Background: an optimization exercise with open tools, aiming at small area. Do not read the settings as production practice. Function was checked by simulation only, so behaviour that the tests miss may differ from the original. The clock input has no modelled driver; a real chip could not lean on it and would need a root buffer or a full tree. No activity file was given, so power comes from the tool's default toggle rates.

==> flow/design.v (excerpt) <==
module newspaper_vending_machine(
    input wire clk,              
    input wire reset,            
    input wire coin5,             
    input wire coin10,            
    input wire coin15,            
    output reg newspaper,         
    output reg [4:0] led_amount   
);
    localparam [9:0]  DB_LOAD = 10'h2f9;
    localparam [9:0]  DB_INV  = 10'h2aa;
    localparam [9:0]  DB_FULL = 10'h3b7;
    localparam [9:0]  DB_LAST = 10'h1df;
    localparam [14:0] DP_LOAD = 15'h2ecf;
    localparam [14:0] DP_INV  = 15'h2aaa;
    reg coin5_sync1, coin5_sync2;
    reg coin10_sync1, coin10_sync2;
    reg coin15_sync1, coin15_sync2;
    reg reset_sync1, reset_sync2;
    always @(posedge clk) begin
        coin5_sync1  <= coin5;
        coin5_sync2  <= coin5_sync1;
        coin10_sync1 <= coin10;
        coin10_sync2 <= coin10_sync1;
        coin15_sync1 <= coin15;
        coin15_sync2 <= coin15_sync1;
        reset_sync1  <= reset;
        reset_sync2  <= reset_sync1;
    end
    reg coin5_last, coin10_last, coin15_last;
    reg coin5_prev, coin10_prev, coin15_prev;
    reg [9:0] debounce_counter5, debounce_counter10, debounce_counter15;
    wire [9:0] q5  = debounce_counter5  ^ DB_INV;
    wire [9:0] q10 = debounce_counter10 ^ DB_INV;
    wire [9:0] q15 = debounce_counter15 ^ DB_INV;
    wire coin5_full  = &(q5 | ~DB_FULL);
    wire coin10_full = &(q10 | ~DB_FULL);
    wire coin15_full = &(q15 | ~DB_FULL);
  ...
For scale: about 180 cells after synthesis, about 11 I/O pins, roughly 1800 µm² of cells after synthesis.
==> module newspaper_vending_machine, before the edit <==
module newspaper_vending_machine(
    input wire clk,              
    input wire reset,            
    input wire coin5,             
    input wire coin10,            
    input wire coin15,            
    output reg newspaper,         
    output reg [4:0] led_amount   
);
    localparam [9:0]  DB_LOAD = 10'h2f9;
    localparam [9:0]  DB_INV  = 10'h2aa;
    localparam [9:0]  DB_FULL = 10'h3b7;
    localparam [9:0]  DB_LAST = 10'h1df;
    localparam [14:0] DP_LOAD = 15'h2ecf;
    localparam [14:0] DP_INV  = 15'h2aaa;
    reg coin5_sync1, coin5_sync2;
    reg coin10_sync1, coin10_sync2;
    reg coin15_sync1, coin15_sync2;
    reg reset_sync1, reset_sync2;
    always @(posedge clk) begin
        coin5_sync1  <= coin5;
        coin5_sync2  <= coin5_sync1;
        coin10_sync1 <= coin10;
        coin10_sync2 <= coin10_sync1;
        coin15_sync1 <= coin15;
        coin15_sync2 <= coin15_sync1;
        reset_sync1  <= reset;
        reset_sync2  <= reset_sync1;
    end
    reg coin5_last, coin10_last, coin15_last;
    reg coin5_prev, coin10_prev, coin15_prev;
    reg [9:0] debounce_counter5, debounce_counter10, debounce_counter15;
    wire [9:0] q5  = debounce_counter5  ^ DB_INV;
    wire [9:0] q10 = debounce_counter10 ^ DB_INV;
    wire [9:0] q15 = debounce_counter15 ^ DB_INV;
    wire coin5_full  = &(q5 | ~DB_FULL);
    wire coin10_full = &(q10 | ~DB_FULL);
    wire coin15_full = &(q15 | ~DB_FULL);
    wire [9:0] q5_next  = {q5[8:0],  ~(q5[9]  ^ q5[6])  | (&(q5 | ~DB_LAST))};
    wire [9:0] q10_next = {q10[8:0], ~(q10[9] ^ q10[6]) | (&(q10 | ~DB_LAST))};
    wire [9:0] q15_next = {q15[8:0], ~(q15[9] ^ q15[6]) | (&(q15 | ~DB_LAST))};
    wire coin5_stable  = coin5_full  ? coin5_last  : coin5_prev;
    wire coin10_stable = coin10_full ? coin10_last : coin10_prev;
    wire coin15_stable = coin15_full ? coin15_last : coin15_prev;
    always @(posedge clk) begin
        if (coin5_sync2 != coin5_last)
            debounce_counter5 <= DB_LOAD ^ DB_INV;
        else
            debounce_counter5 <= q5_next ^ DB_INV;
        if (coin10_sync2 != coin10_last)
            debounce_counter10 <= DB_LOAD ^ DB_INV;
        else
            debounce_counter10 <= q10_next ^ DB_INV;
        if (coin15_sync2 != coin15_last)
            debounce_counter15 <= DB_LOAD ^ DB_INV;
        else
            debounce_counter15 <= q15_next ^ DB_INV;
        if (reset_sync2) begin
            coin5_last  <= 1'b0;
            coin10_last <= 1'b0;
            coin15_last <= 1'b0;
            coin5_prev  <= 1'b0;
            coin10_prev <= 1'b0;
            coin15_prev <= 1'b0;
        end else begin
            coin5_last  <= coin5_sync2;
            coin10_last <= coin10_sync2;
            coin15_last <= coin15_sync2;
            coin5_prev  <= coin5_stable;
            coin10_prev <= coin10_stable;
            coin15_prev <= coin15_stable;
        end
    end
    wire coin5_edge  = coin5_full  & coin5_last  & ~coin5_prev;
    wire coin10_edge = coin10_full & coin10_last & ~coin10_prev;
    wire coin15_edge = coin15_full & coin15_last & ~coin15_prev;
    reg [14:0] display_counter;
    wire [14:0] qd = display_counter ^ DP_INV;
    wire dp_a = &qd[13:1];       
    wire [14:0] qd_next = {qd[13:0], ~(qd[14] ^ qd[13]) | dp_a};
    wire displaying;
    localparam [2:0] A0 = 3'd1;
    localparam [2:0] A0S = 3'd2;
    localparam [2:0] A1 = 3'd0;
    localparam [2:0] A2 = 3'd4;
    localparam [2:0] A3 = 3'd5;
    localparam [2:0] A4 = 3'd7;
    localparam [2:0] A5 = 3'd6;
    reg [2:0] state, state_next;
    reg high;    
    wire started = (state == A0S);
    always @(*) begin
        high = 1'b0;
        case (state)
            A0, A0S, 3'd3: state_next = coin5_edge ? A1 : coin10_edge ? A2 : coin15_edge ? A3 : A0;
            A1: state_next = coin5_edge ? A2 : coin10_edge ? A3 : coin15_edge ? A4 : A1;
            A2: state_next = coin5_edge ? A3 : coin10_edge ? A4 : coin15_edge ? A5 : A2;
            default: begin
                high = 1'b1;
                state_next = displaying ? state : A0S;
            end
        endcase
        case (state)
            A0, A0S, 3'd3: led_amount = 5'b00000;
            A1: led_amount = 5'b00001;
            A2: led_amount = 5'b00011;
            A3: led_amount = 5'b00111;
            A4: led_amount = 5'b01111;
            default: led_amount = 5'b11111;
        endcase
    end
    always @(posedge clk) begin
        if (reset_sync2)
            state <= A0;
        else
            state <= state_next;
    end
    assign displaying = ~dp_a | started;
    always @(posedge clk) begin
        if (reset_sync2)
            display_counter <= {15{1'b1}} ^ DP_INV;
        else
            display_counter <= (qd_next & ~(~DP_LOAD & {15{started}})) ^ DP_INV;
    end
    always @(*)
        newspaper = ~(qd[14] & dp_a);
endmodule
clock: 10.0 ns
lec_check: 0
cap_margin: 20
core_margin: 2
core_utilization: 40
slew_margin: 20
standard.sh (not shown) runs the stock make flow with config.mk's settings and CLKGATE_MAP_FILE= SYNTH_SCRIPT=/design/flow/synth_recipe.tcl, a recipe that flattens the netlist after the stock synthesis.
==> flow/flow/run.sh <==
#!/bin/bash
# Standard ORFS layout, except:
#  - after the standard synthesis, the logic between the registers is mapped
#    again for area (flow/remap.py; registers and their names are kept);
#  - the clock port drives one small inverter that drives a few clock
#    inverters, one per cluster of registers (flow/cts_hook.tcl, run before
#    CTS), instead of TritonCTS's tree;
#  - every input and output port gets the smallest buffer.
# ORFS writes each step's log under orfs/logs; the others go to *.log here.
set -e
# keep every temporary file inside the work folder
mkdir -p tmp
export TMPDIR=$PWD/tmp
export FLOW_CLKROOT=${FLOW_CLKROOT-sky130_fd_sc_hd__clkinv_2}
export FLOW_CLKBUF=${FLOW_CLKBUF:-sky130_fd_sc_hd__clkinv_8}
export FLOW_NCLK=${FLOW_NCLK:-2}
export PRE_CTS_TCL=$PWD/flow/cts_hook.tcl
export BUFFER_PORTS_ARGS="-buffer_cell sky130_fd_sc_hd__buf_1"
R=orfs/results/$FLOW_PLATFORM/newspaper_vending_machine/base
bash standard.sh synth > standard_synth.log 2>&1
cp $R/1_2_yosys.v $R/1_2_yosys_standard.v
python3 flow/remap.py $R/1_2_yosys_standard.v remap_out.v orfs/objects/$FLOW_PLATFORM/newspaper_vending_machine/base/abc.constr > remap.log 2>&1
cp remap_out.v $R/1_2_yosys.v
rm -f $R/1_synth.odb
bash standard.sh > standard.log 2>&1
Other scripts of this flow, unchanged in this note and not shown: flow/flow/cts_hook.tcl, flow/flow/remap.py
Rerun with:
--- a/flow/design.v
+++ b/flow/design.v
@@ -8,9 +8,9 @@
     output reg [4:0] led_amount   
 );
-    localparam [9:0]  DB_LOAD = 10'h2f9;
+    localparam [9:0]  DB_LOAD = 10'h328;
     localparam [9:0]  DB_INV  = 10'h2aa;
-    localparam [9:0]  DB_FULL = 10'h3b7;
-    localparam [9:0]  DB_LAST = 10'h1df;
-    localparam [14:0] DP_LOAD = 15'h2ecf;
+    localparam [9:0]  DB_FULL = 10'h3fb;
+    localparam [9:0]  DB_LAST = 10'h1ff;
+    localparam [14:0] DP_LOAD = 15'h4273;
     localparam [14:0] DP_INV  = 15'h2aaa;
     reg coin5_sync1, coin5_sync2;
@@ -37,7 +37,7 @@
     wire coin10_full = &(q10 | ~DB_FULL);
     wire coin15_full = &(q15 | ~DB_FULL);
-    wire [9:0] q5_next  = {q5[8:0],  ~(q5[9]  ^ q5[6])  | (&(q5 | ~DB_LAST))};
-    wire [9:0] q10_next = {q10[8:0], ~(q10[9] ^ q10[6]) | (&(q10 | ~DB_LAST))};
-    wire [9:0] q15_next = {q15[8:0], ~(q15[9] ^ q15[6]) | (&(q15 | ~DB_LAST))};
+    wire [9:0] q5_next  = {q5[8:0],  ~(q5[9]  ^ q5[2])  | (&(q5 | ~DB_LAST))};
+    wire [9:0] q10_next = {q10[8:0], ~(q10[9] ^ q10[2]) | (&(q10 | ~DB_LAST))};
+    wire [9:0] q15_next = {q15[8:0], ~(q15[9] ^ q15[2]) | (&(q15 | ~DB_LAST))};
     wire coin5_stable  = coin5_full  ? coin5_last  : coin5_prev;
     wire coin10_stable = coin10_full ? coin10_last : coin10_prev;
@@ -78,5 +78,5 @@
     wire [14:0] qd = display_counter ^ DP_INV;
     wire dp_a = &qd[13:1];       
-    wire [14:0] qd_next = {qd[13:0], ~(qd[14] ^ qd[13]) | dp_a};
+    wire [14:0] qd_next = {qd[13:0], ~(qd[14] ^ qd[7]) | dp_a};
     wire displaying;
     localparam [2:0] A0 = 3'd1;
@@ -87,4 +87,5 @@
     localparam [2:0] A4 = 3'd7;
     localparam [2:0] A5 = 3'd6;
+    localparam [2:0] AX = 3'd3;    
     reg [2:0] state, state_next;
     reg high;    
@@ -93,5 +94,5 @@
         high = 1'b0;
         case (state)
-            A0, A0S, 3'd3: state_next = coin5_edge ? A1 : coin10_edge ? A2 : coin15_edge ? A3 : A0;
+            A0, A0S, AX: state_next = coin5_edge ? A1 : coin10_edge ? A2 : coin15_edge ? A3 : A0;
             A1: state_next = coin5_edge ? A2 : coin10_edge ? A3 : coin15_edge ? A4 : A1;
             A2: state_next = coin5_edge ? A3 : coin10_edge ? A4 : coin15_edge ? A5 : A2;
@@ -102,5 +103,5 @@
         endcase
         case (state)
-            A0, A0S, 3'd3: led_amount = 5'b00000;
+            A0, A0S, AX: led_amount = 5'b00000;
             A1: led_amount = 5'b00001;
             A2: led_amount = 5'b00011;
Result: Utilization came out lower by 0.11 points; routed wire length came out higher by 1.8%; final area is about the same; via count came out lower by 0.42%; clock power came out higher by about 3%; global-route usage came out higher by 0.25 points; worst setup slack improves by 0.56 ns; total power hardly moves; synthesized area is about the same; die area barely changes; hold slack hardly moves.
No run of this note takes its clock network from TritonCTS; it comes from the design's own scripts or RTL.

==> what the ideal ports hide <==
How much do the figures lean on ideal ports? The routed layouts below were timed once more, with nothing changed but the port constraints.
Step 1 assumes that a clkbuf_16 drives the clock port and a buf_2 every other input.
Step 2 times the ports against the registers' clock, not the clock port: input delays grow and output delays shrink by t, the midpoint of the rising clock arrivals with the driver on.
Three values: ideal ports, drivers, drivers and shift; two values: the first two.
run	shift t [ns]	setup slack, ns	worst setup path after step 2
the first run	0.307	6.076 / 6.048 / 6.355	register to output
the second run	0.317	6.632 / 6.606 / 6.922	register to output
After both steps every run listed still meets setup and hold.
